Background: an optimization exercise with open tools, aiming at small area and a short achievable clock period. Do not read the settings as production practice.
The RTL was checked by simulation tests, not by an equivalence proof against the original design.

## jh_efield
module jh_efield(
	input rst,
	input clock,
	input [26:0] r,				 
	input [26:0] V_right,				 
	input [26:0] V_left,					 
	input [26:0] V_top,		 
	input [26:0] V_bottom,	 
	output [26:0] fdtd_result
);
Settings: LEC_CHECK=0, ABC_AREA=1, CAP_MARGIN=20, CORE_MARGIN=2, CORE_UTILIZATION=50, PLACE_DENSITY=0.75, SLEW_MARGIN=20; clock period 17.0 ns.
standard.sh (not shown) runs the stock make flow with config.mk's settings and CLKGATE_MAP_FILE= SYNTH_SCRIPT=/design/flow/synth_recipe.tcl, a recipe that flattens the netlist after the stock synthesis.
==> flow/flow/run.sh <==
#!/bin/bash
# Layout flow: the standard flow (standard.sh) with two changes:
# - synthesis does not map adders onto the library's full/half-adder cells
#   (ADDER_MAP_FILE left empty), so ABC maps and times that logic with the rest;
# - timing repair (floorplan, CTS and global-route steps) aims for 11 ns of
#   setup slack instead of 0 (SETUP_SLACK_MARGIN), so that it works on the
#   paths that set the period the design achieves. The clock period and the
#   constraints are the design's, unchanged.
set -euo pipefail
cd "$(dirname "$0")/.."
export ADDER_MAP_FILE=
export SETUP_SLACK_MARGIN=11
bash standard.sh > standard.log 2>&1
Change:
--- a/flow/design.v
+++ b/flow/design.v
@@ -237,32 +237,32 @@
 	wire       s0_tb_gt, s0_rl_gt;
 	wire [4:0] s0_tb_d5, s0_rl_d5;
 	fpa_dsel ds12 (.dAB(s0_tb_dAB), .dBA(s0_tb_dBA), .a_gt(s0_tb_gt), .d5(s0_tb_d5));
 	fpa_dsel ds3 (.dAB(s0_rl_dAB), .dBA(s0_rl_dBA), .a_gt(s0_rl_gt), .d5(s0_rl_d5));
 	wire        s0_tb_Ss, s0_tb_Sz, s0_rl_Ss, s0_rl_Sz;
 	wire [26:0] s0_tb_L, s0_rl_L;
 	wire [16:0] s0_tb_Sf, s0_rl_Sf;
 	fpa_swap swap12 (.in_A(s0_top), .in_B(s0_bot), .a_gt(s0_tb_gt), .L(s0_tb_L), .S_s(s0_tb_Ss),
 	                 .S_f(s0_tb_Sf), .S_z(s0_tb_Sz));
 	fpa_swap swap3 (.in_A(s0_rgt), .in_B(s0_lft), .a_gt(s0_rl_gt), .L(s0_rl_L), .S_s(s0_rl_Ss),
 	                .S_f(s0_rl_Sf), .S_z(s0_rl_Sz));
 	reg  [26:1] r_q1, c1r_q2;
-	reg  [19:0] c3_q3;
+	reg  [19:0] c3_q2;
 	wire [26:0] c1r;
 	fp_mul_c1 mul0 (.in_A({r_q1, 1'b0}), .out_Prod(c1r));
-	wire [17:0] c1f = {1'b1, c1r_q2[17:1]};
+	wire [17:0] c1f = {1'b1, c1r[17:1]};
 	always @(posedge clock) begin
 		r_q1 <= r[26:1];
 		c1r_q2 <= c1r[26:1];
-		c3_q3 <= {2'b00, c1f} + {1'b0, c1f, 1'b0};
+		c3_q2 <= {2'b00, c1f} + {1'b0, c1f, 1'b0};
 	end
 	wire sub2 = s0_tb_L[26] ^ s0_tb_Ss;
 	wire dL_s = s0_tb_L[26] ^ ~(sub2 | s0_tb_gt);
 	wire dS_s = s0_tb_Ss ^ ~(sub2 | ~s0_tb_gt);
 	wire top_s = s0_tb_gt ? s0_tb_L[26] : s0_tb_Ss;
 	wire        a_sgn, a_z, d_sgn, d_z;
 	wire [7:0]  a_e, d_e;
 	wire [20:0] a_F, d_F;
 	wire [4:0]  a_lz, d_lz;
 	fpa_core c_add (.L(s0_tb_L), .L_s(top_s), .S_s(s0_tb_Ss), .sub(1'b0), .S_f(s0_tb_Sf),
 	                .d5(s0_tb_d5), .S_z(s0_tb_Sz), .sgn(a_sgn), .e(a_e), .F(a_F), .lz(a_lz), .z(a_z));
 	fpa_core c_dif (.L(s0_tb_L), .L_s(sub2 ? s0_tb_L[26] : dL_s), .S_s(sub2 ? s0_tb_Ss : dS_s),
@@ -280,25 +280,25 @@
 	fpa_core c3 (.L(s0_rl_L), .L_s(s0_rl_L[26]), .S_s(s0_rl_Ss), .sub(s0_rl_L[26] ^ s0_rl_Ss),
 	             .S_f(s0_rl_Sf), .d5(s0_rl_d5), .S_z(s0_rl_Sz),
 	             .sgn(rl_sgn), .e(rl_e), .F(rl_F), .lz(rl_lz), .z(rl_z));
 	wire [26:0] out3;
 	fpa_back b3 (.sgn(rl_sgn), .e(rl_e), .F(rl_F), .lz(rl_lz), .z(rl_z), .out_Sum(out3));
 	reg [26:1] s1_t1, s1_t2, s1_t3;
 	always @(posedge clock) begin
 		s1_t1 <= out1[26:1];
 		s1_t2 <= out2[26:1];
 		s1_t3 <= out3[26:1];
 	end
 	wire [26:0] out4, out5, out6;
-	fp_mul_b8 mul1 (.in_A({s1_t1, 1'b0}), .in_B({c1r_q2, 1'b0}), .c3(c3_q3), .out_Prod(out4));
+	fp_mul_b8 mul1 (.in_A({s1_t1, 1'b0}), .in_B({c1r_q2, 1'b0}), .c3(c3_q2), .out_Prod(out4));
 	fp_mul_c2 mul2 (.in_A({s1_t2, 1'b0}), .out_Prod(out5));
 	fp_mul_c3 mul3 (.in_A({s1_t3, 1'b0}), .out_Prod(out6));
 	reg [26:0] s2_p4, s2_p5, s2_p6;
 	always @(posedge clock) begin
 		s2_p4 <= out4;
 		s2_p5 <= out5;
 		s2_p6 <= out6;
 	end
 	wire [35:0] pre5;
 	fpa_front add5 (.in_A(s2_p5), .in_B(s2_p4), .pre(pre5));
 	reg [35:0] s3_pre5;
 	reg [26:0] s3_p6;
The new run finished clean.
Clock-buffer cell count shrinks by 6.
Setup slack is worse by 0.070 ns.
Area after synthesis shrinks by 0.43%.
Wire length grows by 2.4%.
Hold slack barely changes.
Critical path depth stays the same.
Die area shrinks by about 0.4%.
Synthesized cell count grows by about 1.1%.
Cell count grows by about 1.5%.
First-iteration DRC count shrinks by about 0.9%.

-- separate check: timing with driven ports --
The results above use ideal ports. As a check the final layouts listed here were re-extracted and re-timed, cells and wires unchanged.
Step 1 (the two cells are an assumption about what drives the block):
set clk [get_ports {clock}]
set_driving_cell -lib_cell sky130_fd_sc_hd__clkbuf_16 $clk
set_driving_cell -lib_cell sky130_fd_sc_hd__buf_2 [delete_from_list [all_inputs] $clk]
Step 2 times the ports against the registers' clock, not the clock port: input delays grow and output delays shrink by t, the midpoint of the rising clock arrivals with the driver on.
a / b / c = ideal ports / drivers / drivers and shift; a / b = the first two.
| run | t, ns | setup slack, ns | hold WS [ns] | worst setup path at the end | worst register clock-pin slew, ns |
|---|---|---|---|---|---|
| the first run | 0.726 | 11.141 / 11.062 / 11.062 | 0.322 / 0.322 / 0.322 | input to register | 0.08 / 0.08 |
| the second run | 0.748 | 11.071 / 10.988 / 11.112 | 0.321 / 0.321 / 0.321 | input to register | 0.07 / 0.07 |
After both steps every run listed still meets setup and hold. For the first run, which loses most, drivers alone change the setup slack by -0.079 ns; drivers and shift together by -0.079 ns.
